Context: an optimization exercise on an open-source flow, tuned for small area and a short achievable clock period. The choices shown serve that exercise and are no tape-out recipe.
Function not checked in this run: the RTL went through the layout flow alone.
Power is estimated from default activity; no workload was simulated.

[flow/design.v]
module program_counter(clk, rst, pc_in, pc_out);
input clk;                
input rst;                
input [31:0] pc_in;       
output reg [31:0] pc_out; 
    always @(posedge clk) begin
        if (rst) begin
            pc_out <= 32'b00;  
        end else begin
            pc_out <= pc_in;  
        end
    end
endmodule
module pc_adder(pc_in, pc_next);
input [31:0] pc_in;      
output reg [31:0] pc_next;
    always @(*) begin
        pc_next = pc_in + 4;  
    end
endmodule
module pc_mux(pc_in, pc_branch, pc_select, pc_out);
input [31:0] pc_in;       
input [31:0] pc_branch;  
input pc_select;          
output reg[31:0] pc_out; 
   always @(*) begin
        if (pc_select==1'b0) begin
            pc_out = pc_in;  
        end else begin
            pc_out = pc_branch;      
        end
    end
endmodule
module Register_File(clk, rst, RegWrite,Rs1,Rs2, Rd,Write_data,read_data1, read_data2);
input clk, rst, RegWrite;
input [4:0] Rs1,Rs2, Rd;
input [31:0] Write_data;
output [31:0] read_data1, read_data2;
reg [31:0] Registers [31:0];
integer k;
always @(posedge clk) begin
if (rst) 
begin
      for (k = 0; k < 32; k = k + 1) begin
        Registers[k] <= 32'b00;
      end
    end
    else if (RegWrite && (Rd != 5'd0)) begin
      Registers[Rd] <= Write_data;
    end
  end
  assign read_data1 = (Rs1 == 5'd0) ? 32'b0 : Registers[Rs1];
  assign read_data2 = (Rs2 == 5'd0) ? 32'b0 : Registers[Rs2];
endmodule
module main_control_unit(opcode, RegWrite, MemRead, MemWrite, MemToReg, ALUSrc, Branch, ALUOp);
	 input [6:0] opcode;          
    output reg RegWrite;        
    output reg MemRead;         
    output reg MemWrite;         
    output reg MemToReg;        
    output reg ALUSrc;                      
    output reg Branch;                       
    output reg [1:0] ALUOp;       
    always @(*) begin
        case (opcode)
            7'b0110011:   
            begin  {ALUSrc, MemToReg, RegWrite, MemRead, MemWrite, Branch, ALUOp} = {1'b0, 1'b0, 1'b1, 1'b0, 1'b0, 1'b0, 2'b10};end
            7'b0010011:    
            begin {ALUSrc, MemToReg, RegWrite, MemRead, MemWrite, Branch, ALUOp} = {1'b1, 1'b0, 1'b1, 1'b0, 1'b0, 1'b0, 2'b01};end
            7'b0000011:    
            begin {ALUSrc, MemToReg, RegWrite, MemRead, MemWrite, Branch, ALUOp} = {1'b1, 1'b1, 1'b1, 1'b1, 1'b0, 1'b0, 2'b00};end
            7'b0100011:    
            begin {ALUSrc, MemToReg, RegWrite, MemRead, MemWrite, Branch, ALUOp} = {1'b1, 1'b0, 1'b0, 1'b0, 1'b1, 1'b0, 2'b00};end
            7'b1100011:    
            begin {ALUSrc, MemToReg, RegWrite, MemRead, MemWrite, Branch, ALUOp} = {1'b0, 1'b0, 1'b0, 1'b0, 1'b0, 1'b1, 2'b11};end  
            default: 
            begin {ALUSrc, MemToReg, RegWrite, MemRead, MemWrite, Branch, ALUOp} = {1'b0, 1'b0, 1'b0, 1'b0, 1'b0, 1'b0, 2'b00};end  
        endcase
    end
endmodule
module immediate_generator(instruction, imm_out);
    input [31:0] instruction;   
    output reg [31:0] imm_out;  
    always @(*) begin
        case (instruction[6:0]) 
				7'b0010011: imm_out = {{20{instruction[31]}}, instruction[31:20]};  
            7'b0000011: imm_out = {{20{instruction[31]}}, instruction[31:20]};  
            7'b0100011: imm_out = {{20{instruction[31]}}, instruction[31:25], instruction[11:7]};  
            7'b1100011: imm_out = {{20{instruction[31]}}, instruction[7], instruction[30:25], instruction[11:8], 1'b0};  
            default: imm_out = 32'b0;  
        endcase
    end
endmodule
module ALU(A, B, ALUcontrol_In, Result, Zero);
	 input [31:0] A;             
    input [31:0] B;            
    input [3:0] ALUcontrol_In;          
    output reg [31:0] Result;   
    output reg Zero;             
    always @(A or B or ALUcontrol_In) begin
        case (ALUcontrol_In)
            4'b0000: Result = A + B;           		 
            4'b0001: Result = A - B;           		 
            4'b0010: Result = A & B;           		 
            4'b0011: Result = A | B;           		 
            4'b0100: Result = A ^ B;           		 
            default: Result = 32'b0;          		
        endcase
        Zero = (Result == 32'b0) ? 1 : 0;
    end
endmodule
module ALU_Control(funct3, funct7, ALUOp,ALUcontrol_Out);        
	 input [2:0] funct3;         
    input [6:0]funct7;       
    input [1:0] ALUOp;          
    output reg [3:0] ALUcontrol_Out; 
always @(*) begin
  casez ({ALUOp, funct7, funct3})
    12'b10_0000000_000 : ALUcontrol_Out = 4'b0000;     
    12'b00_0000000_000 : ALUcontrol_Out = 4'b0000;     
    12'b00_0000000_001 : ALUcontrol_Out = 4'b0000;     
    12'b00_0000000_010 : ALUcontrol_Out = 4'b0000;     
    12'b10_0100000_000 : ALUcontrol_Out = 4'b0001;     
    12'b10_0000000_111 : ALUcontrol_Out = 4'b0010;     
    12'b10_0000000_110 : ALUcontrol_Out = 4'b0011;     
    12'b10_0000000_100 : ALUcontrol_Out = 4'b0100;     
    12'b01_???????_111 : ALUcontrol_Out = 4'b0010;     
    12'b01_???????_110 : ALUcontrol_Out = 4'b0011;     
    12'b01_???????_100 : ALUcontrol_Out = 4'b0100;     
    12'b11_???????_??? : ALUcontrol_Out = 4'b0001;     
    default            : ALUcontrol_Out = 4'b0000; 
  endcase
end
endmodule
module MUX2to1 (input0, input1, select, out);
	 input [31:0] input0;  
    input [31:0] input1;   
    input select;          
    output [31:0] out;     
    assign out = (select) ? input1 : input0;  
endmodule
module MUX2to1_DataMemory (input0, input1, select, out);
	 input [31:0] input0;  
    input [31:0] input1;
    input select;         
    output [31:0] out;     
    assign out = (select) ? input1 : input0; 
endmodule
module Branch_Adder(PC, offset, branch_target);
    input [31:0] PC;                    
    input [31:0] offset;                 
    output reg [31:0] branch_target;    
    always @(*) begin
        branch_target <= PC + (offset);  
    end
endmodule
module RISCV_Top(
		  input         clk,
		  input         rst,
		  output [31:0] imem_addr,
		  input  [31:0] imem_rdata,
		  output [31:0] dmem_addr,
		  output [31:0] dmem_wdata,
		  output        dmem_we,
		  output        dmem_re,
		  input  [31:0] dmem_rdata
		); 
wire [31:0] pc_out_wire, pc_next_wire, pc_wire, decode_wire, read_data1, regtomux, WB_wire, branch_target, immgen_wire,muxtoAlu,read_data_wire,WB_data_wire;
wire RegWrite,ALUSrc, MemRead,MemWrite,MemToReg,Branch,Zero;
wire [1:0] ALUOp_wire;
wire [3:0] ALUcontrol_wire;
assign imem_addr      = pc_out_wire;
assign decode_wire    = imem_rdata;
assign dmem_addr      = WB_wire;
assign dmem_wdata     = regtomux;
assign dmem_we        = MemWrite;
assign dmem_re        = MemRead;
assign read_data_wire = dmem_rdata;
program_counter PC(.clk(clk),.rst(rst),.pc_in(pc_wire),.pc_out(pc_out_wire));
pc_adder PC_Adder(.pc_in(pc_out_wire),.pc_next(pc_next_wire));
pc_mux pc_mux(.pc_in(pc_next_wire),.pc_branch(branch_target),.pc_select(Branch&Zero),.pc_out(pc_wire));
Register_File Reg_File(.rst(rst), .clk(clk), .RegWrite(RegWrite), .Rs1(decode_wire[19:15]), .Rs2(decode_wire[24:20]), .Rd(decode_wire[11:7]), .Write_data(WB_data_wire), .read_data1(read_data1), .read_data2(regtomux));
main_control_unit Control_Unit(.opcode(decode_wire[6:0]),.RegWrite(RegWrite),.MemRead(MemRead),.MemWrite(MemWrite),.MemToReg(MemToReg),.ALUSrc(ALUSrc),.Branch(Branch),.ALUOp(ALUOp_wire));
ALU_Control ALU_Control(.funct3(decode_wire[14:12]),.funct7(decode_wire[31:25]),.ALUOp(ALUOp_wire),.ALUcontrol_Out(ALUcontrol_wire));
ALU ALU(.A(read_data1),.B(muxtoAlu),.ALUcontrol_In(ALUcontrol_wire),.Result(WB_wire),.Zero(Zero));
immediate_generator Imm_Gen(.instruction(decode_wire),.imm_out(immgen_wire));
MUX2to1 Imm_Mux(.input0(regtomux),.input1(immgen_wire),.select(ALUSrc),.out(muxtoAlu));
MUX2to1_DataMemory WB_Mux(.input0(WB_wire),.input1(read_data_wire),.select(MemToReg),.out(WB_data_wire));
Branch_Adder Branch_Adder(.PC(pc_out_wire), .offset(immgen_wire), .branch_target(branch_target));
endmodule
[flow/run.sh]
#!/bin/bash
# synth_recipe.tcl (not shown) runs the flow's synth.tcl, then flattens the netlist and writes it again
# the make line also repeats each setting of config.mk as NAME=value (left out here)
make -C /OpenROAD-flow-scripts/flow DESIGN_CONFIG=/design/flow/config.mk WORK_HOME=/design/flow/orfs CLKGATE_MAP_FILE= SYNTH_SCRIPT=/design/flow/synth_recipe.tcl finish
[flow/config.mk]
export PLATFORM = sky130hd
export DESIGN_NAME = RISCV_Top
export DESIGN_NICKNAME = RISCV_Top
export VERILOG_FILES = /design/flow/design.v
export SDC_FILE = /design/flow/constraint.sdc
export NUM_CORES = 4
export LEC_CHECK = 0
export CAP_MARGIN = 20
export CORE_MARGIN = 2
export CORE_UTILIZATION = 40
export PLACE_DENSITY = 0.6
export SETUP_SLACK_MARGIN = 0.3
export SLEW_MARGIN = 20
[flow/constraint.sdc]
create_clock -name core_clock -period 10.0 [get_ports {clk}]
set_input_delay 2.0000 -clock core_clock [delete_from_list [all_inputs] [get_ports {clk}]]
set_output_delay 2.0000 -clock core_clock [all_outputs]
set_load 0.01 [all_outputs]
==> results.txt <==
-- worst min-delay path by stage --
stage,slack (ns),endpoint,from
2_1_floorplan,0.51,PC.pc_out[0],PC.pc_out[0]
3_3_place_gp,0.52,PC.pc_out[0],PC.pc_out[0]
3_5_place_dp,0.54,PC.pc_out[0],PC.pc_out[0]
4_1_cts,0.55,PC.pc_out[0],PC.pc_out[0]
5_1_grt,0.62,PC.pc_out[0],PC.pc_out[0]
6_report,0.55,PC.pc_out[0],PC.pc_out[0]
-- metal layers --
metal	up-vias	global-route usage	wire, um
li1	19800	-	-
met3	689	0.0882	34000
met5	-	0	41
met2	3445	0.472	110000
met4	6	0.138	12700
met1	24400	0.403	89400
-- worst reg2reg max path: cells and delay by family (launching register included) --
family | cells | cell delay (ns)
adders and majority gates | 2 | 0.53
and+or+nand+nor | 12 | 2.50
xor gates and xnor gates | 1 | 0.06
DFF | 1 | 0.39
AOI/OAI and AO/OA | 7 | 1.69
muxes | 2 | 0.68
buffers and inverters | 11 | 1.62
-- power by group through the flow --
stage	clock [mW]	combinational, mW	sequential [mW]
5_1_grt	4.34	4.20	5.09
4_1_cts	4.18	3.78	5.07
3_5_place_dp	0	3.70	5.16
2_1_floorplan	0	1.94	5.13
6_report	4.18	4.04	5.07
3_3_place_gp	0	3.66	5.15
-- layout make-up --
class / instances / area share
clock inverters: 70 / 0.00879
repair buffers: 794 / 0.102
flip-flops and latches: 1056 / 0.421
multi-input cells: 3419 / 0.390
well taps: 2044 / 0.0343
inverters: 103 / 0.00519
clock buffers: 136 / 0.0391
-- cell usage after synthesis, types with 31 or more instances --
cell,n
nor2_1,1110
edfxtp_1,1024
mux4_2,433
mux2i_1,350
clkbuf_1,303
nand2_1,186
a21oi_1,178
a22oi_1,173
ha_1,128
inv_1,102
nand2b_1,87
o21ai_0,67
a21o_1,60
xnor2_1,60
nand3_1,53
buf_2,49
buf_1,47
nor2b_1,42
a211oi_1,41
dfxtp_1,32
buf_6,31
-- cell usage in the layout (no fill, tap or decap), types with 48 or more instances in the layout --
master,Yosys,final
a21o_1,60,60
a21oi_1,178,154
a22oi_1,173,162
buf_12,0,48
buf_4,29,549
clkbuf_16,0,115
clkdlybuf4s50_1,0,145
edfxtp_1,1024,1024
ha_1,128,126
inv_1,102,102
mux2i_1,350,327
mux4_2,433,433
nand2_1,186,153
nand2b_1,87,55
nand3_1,53,50
nor2_1,1110,1105
o21ai_0,67,56
xnor2_1,60,58
-- state kept, by name (all words and copies together), names as in the netlist --
register and count:
Reg_File.Registers 1024, PC.pc_out 32
-- what timing repair did --
action                                  in CTS  in global routing
hold buffers                                 0                  0
endpoints found under the setup margin      17                 13
resized for setup                          115                 27
cloned                                      10                  0
pin swaps                                   39                 15
setup buffers                               20                  4
hold endpoints to repair                     0                  0
-- kinds of logic after synthesis --
family | after synthesis | share of synthesized area
other | 1 | 0.0000607
XOR/XNOR | 90 | 0.0129
AND/OR/NAND/NOR | 1679 | 0.118
flip-flops | 1056 | 0.508
multiplexers | 788 | 0.216
AO/OA/AOI/OAI | 700 | 0.0780
buffers and inverters | 562 | 0.0407
adder cells (fa/ha/maj) | 130 | 0.0266
-- metrics by stage --
stage / cell area (um^2) / hold slack [ns] / instances
finish: 74600 / 0.547 / 7622
global route: 74600 / 0.619 / 7622
CTS: 74200 / 0.548 / 7608
floorplan: 61900 / 0.510 / 5037
global placement: 69500 / 0.524 / 7370
detailed placement: 69600 / 0.538 / 7372
==> summary.txt <==
Clocking
  • CTS Buf Count: ~110
  • CTS tree: yes
  • Clock Pin Slew Worst Setup and Hold Paths: around 0.060 ns
  • Clock Sinks: 1,056
  • Clk latency of the worst-skew pair: 0.76 ns
  • Root buffer cell: clkbuf_16
  • Clk buf depth: 3
  • # H-tree levels: 3

Global route
  • Initial antenna violation count: 7
  • Largest net degree at the start of global routing: between 60 and 70
  • Total GRT Usage: 0.307
  • Gr ovfl total: 0
  • First-pass GRT wire length: 346 mm
  • Vias in the first global route: about 47,000

Power
  • Comb power frac: 0.304
  • Int Pwr: slightly below 9 mW
  • P per Cell Area: about 180 nW/um^2
  • Leak: approximately 28 nW
  • Sequential fraction of design power: 0.382
  • Total Power: approximately 13 mW
  • NetSw: ~4.5 mW
  • Maximum vdd drop: approximately 0.15 mV
  • Clock share of power: 0.314
  • Switching Share: 0.336

STA
  • Setup violators final: 0
  • Max Clk Rate: a little over 100 MHz
  • Worst Skew: approximately 0.044 ns
  • Worst-Margin Slew: 1.15 ns
  • RSZ-0062 raised after global routing: yes
  • Setup TNS: 0 ns
  • Pins Over Slew Limit: 0
  • Final period util: 0.976
  • Hold violation count in the final report: 0
  • Final min period: ~9.8 ns
  • Worst slew margin: 0.234
  • Setup WS post-layout: about 0.24 ns

Cells and area
  • Layout area overhead: 20.7%
  • # fillers: 13,500
  • Finished Core Util: 0.485
  • FF+latch area: 31,400 um^2
  • Multi-input logic area: 29,100 um^2
  • Antenna diodes: 0
  • # nets final: roughly 5,700
  • Fraction of layout cells with a size suffix above 1: 0.264

Die
  • Initial core utilization: 0.402
  • Row Count: approximately 140
  • Die area: roughly 160,000 um^2
  • Core area: 154,000 um^2
  • Chip height: 397 um
  • Ports: roughly 160
  • Chip width: roughly 400 um

Worst setup path
  • CP Max Fanout: 14
  • Reg-to-Reg End: PC.pc_out[19]
  • Crit. path cell count: 28
  • Reg2Reg Setup Slack: about 2.5 ns
  • Cells on worst reg2reg path: 35
  • CP Class: input port to output pin
  • Worst EP required: 8.00 ns
  • RR Startpoint: Reg_File.Registers[18][0]
  • Slowest CP cell: or4_4
  • Critical Path AT: just under 8 ns
  • CP startpoint: imem_rdata[20]
  • WP buf/inv: 7
  • Slowest cell delay on critical path: between 0.5 and 0.6 ns
  • CP endpoint kind: output pin
  • Setup crit end: dmem_addr[31]
  • CP Launch Type: input port
  • CP delay by family, top: simple AND/OR/NAND/NOR gates

Route
  • DR vias: approximately 48,000
  • Final wirelength: ~250 mm
  • Drt first-iter violations: about 6,900
  • # DRC: 0
  • Mean routed wirelength per cell: roughly 32 um
  • Drt first pass iters: 7
  • Detail Route Antenna Nets: 0
  • Vias per cell: 6.35

Synthesis
  • Avg Inst Size Synth: 12.3 um^2
  • Cells after synthesis: around 5,000
  • Synth unique cells: 97
  • Most area-consuming cells after synthesis: edfxtp_1 (50%), mux4_2 (16%), nor2_1 (6.7%)
  • Synthesized flop and latch total: between 1,000 and 1,500
  • YS warnings: 9
  • Main flop type after synthesis: edfxtp_1
  • Post-synth EDFFs: 1,024
  • Yosys top cell area share: 0.498
  • Sequential area share after synthesis: 0.508
  • Area leader, netlist: edfxtp_1
  • Mapped Area: about 62,000 um^2
  • Fraction of registers with async set/reset: 0

Status
  • Status: no timing/DRC/antenna violations

Placement
  • # port buffers: 163
  • Setup WS pre-CTS: -0.688 ns
  • Post-detail-place hpwl: roughly 160 mm
  • GPL Wtd Cong: between 0.9 and 1

Min path
  • Hold Path Class: flip-flop to flip-flop
  • Worst hold path depth: 2

Job
  • Max-Cap Viols: 0

-- what the ideal ports hide --
The results above use ideal ports. As a check the final layout listed here was re-extracted and re-timed, cells and wires unchanged. Step 1 assumes that a clkbuf_16 drives the clock port and a buf_2 every other input. Step 2 also shifts input and output timing later by t, the mid clock arrival at the registers, as if the neighbouring blocks saw the same clock. Slacks: ideal / step 1 / step 2; pairs: ideal / step 1.
t, ns: 0.823
setup slack, ns: 0.236 / 0.180 / 0.180
latest minus earliest clock arrival (ns): 0.044 / 0.045
slew at the worst register clock pin (ns): 0.08 / 0.08
worst slew at a driven data input, ns: 0.12
After both steps this run still meets setup and hold. The setup slack of this run moves by -0.056 ns with the drivers and by -0.056 ns with both steps.
